What follows belongs to an exercise in optimizing a design on an open flow for small area; a production flow would make more cautious choices.
In this exercise RTL edits were held to simulation tests only and were not proved equivalent to the original.
The clock port is modelled as an ideal driver, which makes a skipped or thinned clock tree look cheaper than it is; a real chip needs a root buffer or a tree.
Power figures rest on the tool's default switching activity, not on a simulated workload.

## old
// simple_spi_wb_bridge
module simple_spi_wb_bridge (
    input wire clk,
    input wire rst,
    input wire spi_sclk,
    input wire spi_mosi,
    output wire spi_miso,
    input wire spi_cs_n,
    output reg [15:0] wb_adr_o,
    output wire [7:0] wb_dat_o,
    input wire [7:0] wb_dat_i,
    output wire wb_we_o,
    output wire wb_cyc_o,
    output wire wb_stb_o,
    input wire wb_ack_i
);
For scale: roughly 42 I/O pins, ~0.0012 mm2 of cells after synthesis.
==> module simple_spi_wb_bridge, before the edit <==
module simple_spi_wb_bridge (
    input wire clk,
    input wire rst,
    input wire spi_sclk,
    input wire spi_mosi,
    output wire spi_miso,
    input wire spi_cs_n,
    output reg [15:0] wb_adr_o,
    output wire [7:0] wb_dat_o,
    input wire [7:0] wb_dat_i,
    output wire wb_we_o,
    output wire wb_cyc_o,
    output wire wb_stb_o,
    input wire wb_ack_i
);
    reg spi_sclk_d1, spi_sclk_d2, spi_sclk_d3;
    always @(posedge clk) begin
        spi_sclk_d1 <= spi_sclk;
        spi_sclk_d2 <= spi_sclk_d1;
        spi_sclk_d3 <= spi_sclk_d2;
    end
    wire spi_cs_active = !spi_cs_n;
    wire sclk_rise = spi_sclk_d2 && !spi_sclk_d3;
    reg       kind;
    reg [4:0] pos;
    reg [7:0] shift;        
    reg       start;        
    reg       cyc;
    wire in_byte1 = (pos[4:3] == 2'd0);
    wire in_byte4 = (pos[4:3] == 2'd3);
    wire tx_phase = !kind && in_byte4;
    assign spi_miso = !tx_phase | shift[7];
    assign wb_dat_o = shift;
    assign wb_we_o  = kind;
    assign wb_cyc_o = cyc;
    assign wb_stb_o = cyc;
    wire pos_clear = !spi_cs_active || (kind && in_byte1);
    always @(posedge clk) begin
        if (pos_clear)
            pos <= 5'd0;
        else if (sclk_rise)
            pos <= pos + 5'd1;
    end
    always @(posedge clk) begin
        if (!spi_cs_active)
            kind <= 1'b0;
        else if (sclk_rise && ((in_byte1 && spi_mosi) || pos == 5'd31))
            kind <= 1'b1;
    end
    always @(posedge clk) begin
        start <= spi_cs_active && sclk_rise && (pos[4] && pos[2] && pos[1] && pos[0]) &&
                 (kind == pos[3]);
    end
    always @(posedge clk or posedge rst) begin
        if (rst)
            cyc <= 1'b0;
        else if (start)
            cyc <= 1'b1;
        else if (wb_ack_i)
            cyc <= 1'b0;
    end
    always @(posedge clk) begin
        if (wb_ack_i)
            shift <= wb_dat_i;
        else if (sclk_rise)
            shift <= {shift[6:0], spi_mosi};
    end
    always @(posedge clk) begin
        if (sclk_rise && !(kind && in_byte4))
            wb_adr_o <= {wb_adr_o[14:0], spi_mosi};
    end
endmodule
Settings: LEC_CHECK=0, CAP_MARGIN=20, CORE_AREA=2 2 62 62, DIE_AREA=0 0 64 64, SLEW_MARGIN=20; clock period 5.0 ns.
standard.sh (not shown) runs the stock make flow with config.mk's settings and CLKGATE_MAP_FILE= SYNTH_SCRIPT=/design/flow/synth_recipe.tcl, a recipe that flattens the netlist after the stock synthesis.
==> flow/flow/run.sh <==
#!/bin/bash
# The standard layout (standard.sh), with these changes:
# - synthesis maps the combinational logic with an area-oriented abc script,
#   without the adder step
#   (flow/synth.tcl, flow/area.abc); registers are mapped as in the standard
#   synthesis;
# - the port buffers are the smallest buffer cell;
# - the clock tree is three buffers driven by the clock port, each driving a
#   third of the registers (flow/clock_tree.tcl).
# Each tool's log is in orfs/logs/; make's own output is in standard.log.
set -o pipefail
here=$(pwd)
export AREA_ABC_SCRIPT=$here/flow/area.abc
export CLK_BUF=sky130_fd_sc_hd__buf_4
export CLK_BUF_COUNT=3
bash standard.sh finish \
  "SYNTH_SCRIPT=$here/flow/synth.tcl" \
  "AREA_ABC_SCRIPT=$here/flow/area.abc" \
  "BUFFER_PORTS_ARGS=-buffer_cell sky130_fd_sc_hd__buf_1" \
  "PRE_CTS_TCL=$here/flow/clock_tree.tcl" \
  > standard.log 2>&1
Other scripts of this flow, unchanged in this note and not shown: flow/flow/area.abc, flow/flow/clock_tree.tcl, flow/flow/synth.tcl
The following lists how new was set up differently from old:
==> flow/design.v <==
module simple_spi_wb_bridge (
    input wire clk,
    input wire rst,
    input wire spi_sclk,
    input wire spi_mosi,
    output wire spi_miso,
    input wire spi_cs_n,
    output reg [15:0] wb_adr_o,
    output wire [7:0] wb_dat_o,
    input wire [7:0] wb_dat_i,
    output wire wb_we_o,
    output wire wb_cyc_o,
    output wire wb_stb_o,
    input wire wb_ack_i
);
    reg spi_sclk_d1, spi_sclk_d2, spi_sclk_d3;
    always @(posedge clk) begin
        spi_sclk_d1 <= spi_sclk;
        spi_sclk_d2 <= spi_sclk_d1;
        spi_sclk_d3 <= spi_sclk_d2;
    end
    wire spi_cs_active = !spi_cs_n;
    wire sclk_rise = spi_sclk_d2 && !spi_sclk_d3;
    reg       kind;
    reg [4:0] pos;
    reg [7:0] shift;        
    reg       cyc;
    wire in_byte1 = (pos[4:3] == 2'd0);
    wire in_byte4 = (pos[4:3] == 2'd3);
    wire done = kind ? in_byte1 : in_byte4;
    wire tx_phase = !kind && in_byte4;
    wire bus_start = done && (pos[2:0] == 3'd0);
    assign spi_miso = !tx_phase | shift[7];
    assign wb_dat_o = shift;
    assign wb_we_o  = kind;
    assign wb_cyc_o = cyc;
    assign wb_stb_o = cyc;
    always @(posedge clk) begin
        if (!spi_cs_active)
            pos <= 5'd0;
        else if (done)
            pos[0] <= 1'b1;
        else if (sclk_rise)
            pos <= pos + 5'd1;
    end
    always @(posedge clk) begin
        if (!spi_cs_active)
            kind <= 1'b0;
        else if (sclk_rise && in_byte1 && spi_mosi)
            kind <= 1'b1;
    end
    always @(posedge clk or posedge rst) begin
        if (rst)
            cyc <= 1'b0;
        else if (bus_start)
            cyc <= 1'b1;
        else if (wb_ack_i)
            cyc <= 1'b0;
    end
    always @(posedge clk) begin
        if (wb_ack_i)
            shift <= wb_dat_i;
        else if (sclk_rise)
            shift <= {shift[6:0], spi_mosi};
    end
    always @(posedge clk) begin
        if (sclk_rise && !(kind && in_byte4))
            wb_adr_o <= {wb_adr_o[14:0], spi_mosi};
    end
endmodule
Notes after the runs:
Against old, slack of the worst reg-to-reg path in new came out better.
Going from old to new, stage delay of the slowest cell on the critical path grows by 20 ps.
Final HPWL from detailed placement deteriorates in new relative to old.
When new is set beside old, its overall track demand over capacity in global routing turns out to be 0.29 points smaller.
From old to new the numbers moved as follows: final hold slack flat, worst slack after detailed placement went down by 24 ps, total number of sequential cells has decreased, distinct cell type count after synthesis higher.
new — worst setup slack 17 ps lower, old as reference
new and old ended up with nearly the same core utilization.
Of new and old, the higher switching power summed over all nets belongs to new.
Proportion of register bits with asynchronous set or reset after synthesis of old is on par with new.
In every run of this note, the design's own scripts or RTL, not TritonCTS, make the clock network.

separate check: timing with driven ports:
The flow's constraints put no driver on any port. The routed layouts listed below were extracted and timed again, unchanged, in two steps.
Step 1: set_driving_cell puts a clkbuf_16 on clk and a buf_2 on each other input, an assumption about the parent block.
Step 2 times the ports against the registers' clock, not the clock port: input delays grow and output delays shrink by t, the midpoint of the rising clock arrivals with the driver on.
Slacks: ideal ports / drivers / drivers and shift; pairs: ideal ports / drivers.
run	t, ns	setup WS [ns]	cell pins on the clock port's net
old	0.175	2.827 / 2.839 / 2.664	3
new	0.171	2.810 / 2.820 / 2.649	3
After both steps every run listed still meets setup and hold. For old, which loses most, drivers alone change the setup slack by +0.012 ns; drivers and shift together by -0.163 ns.
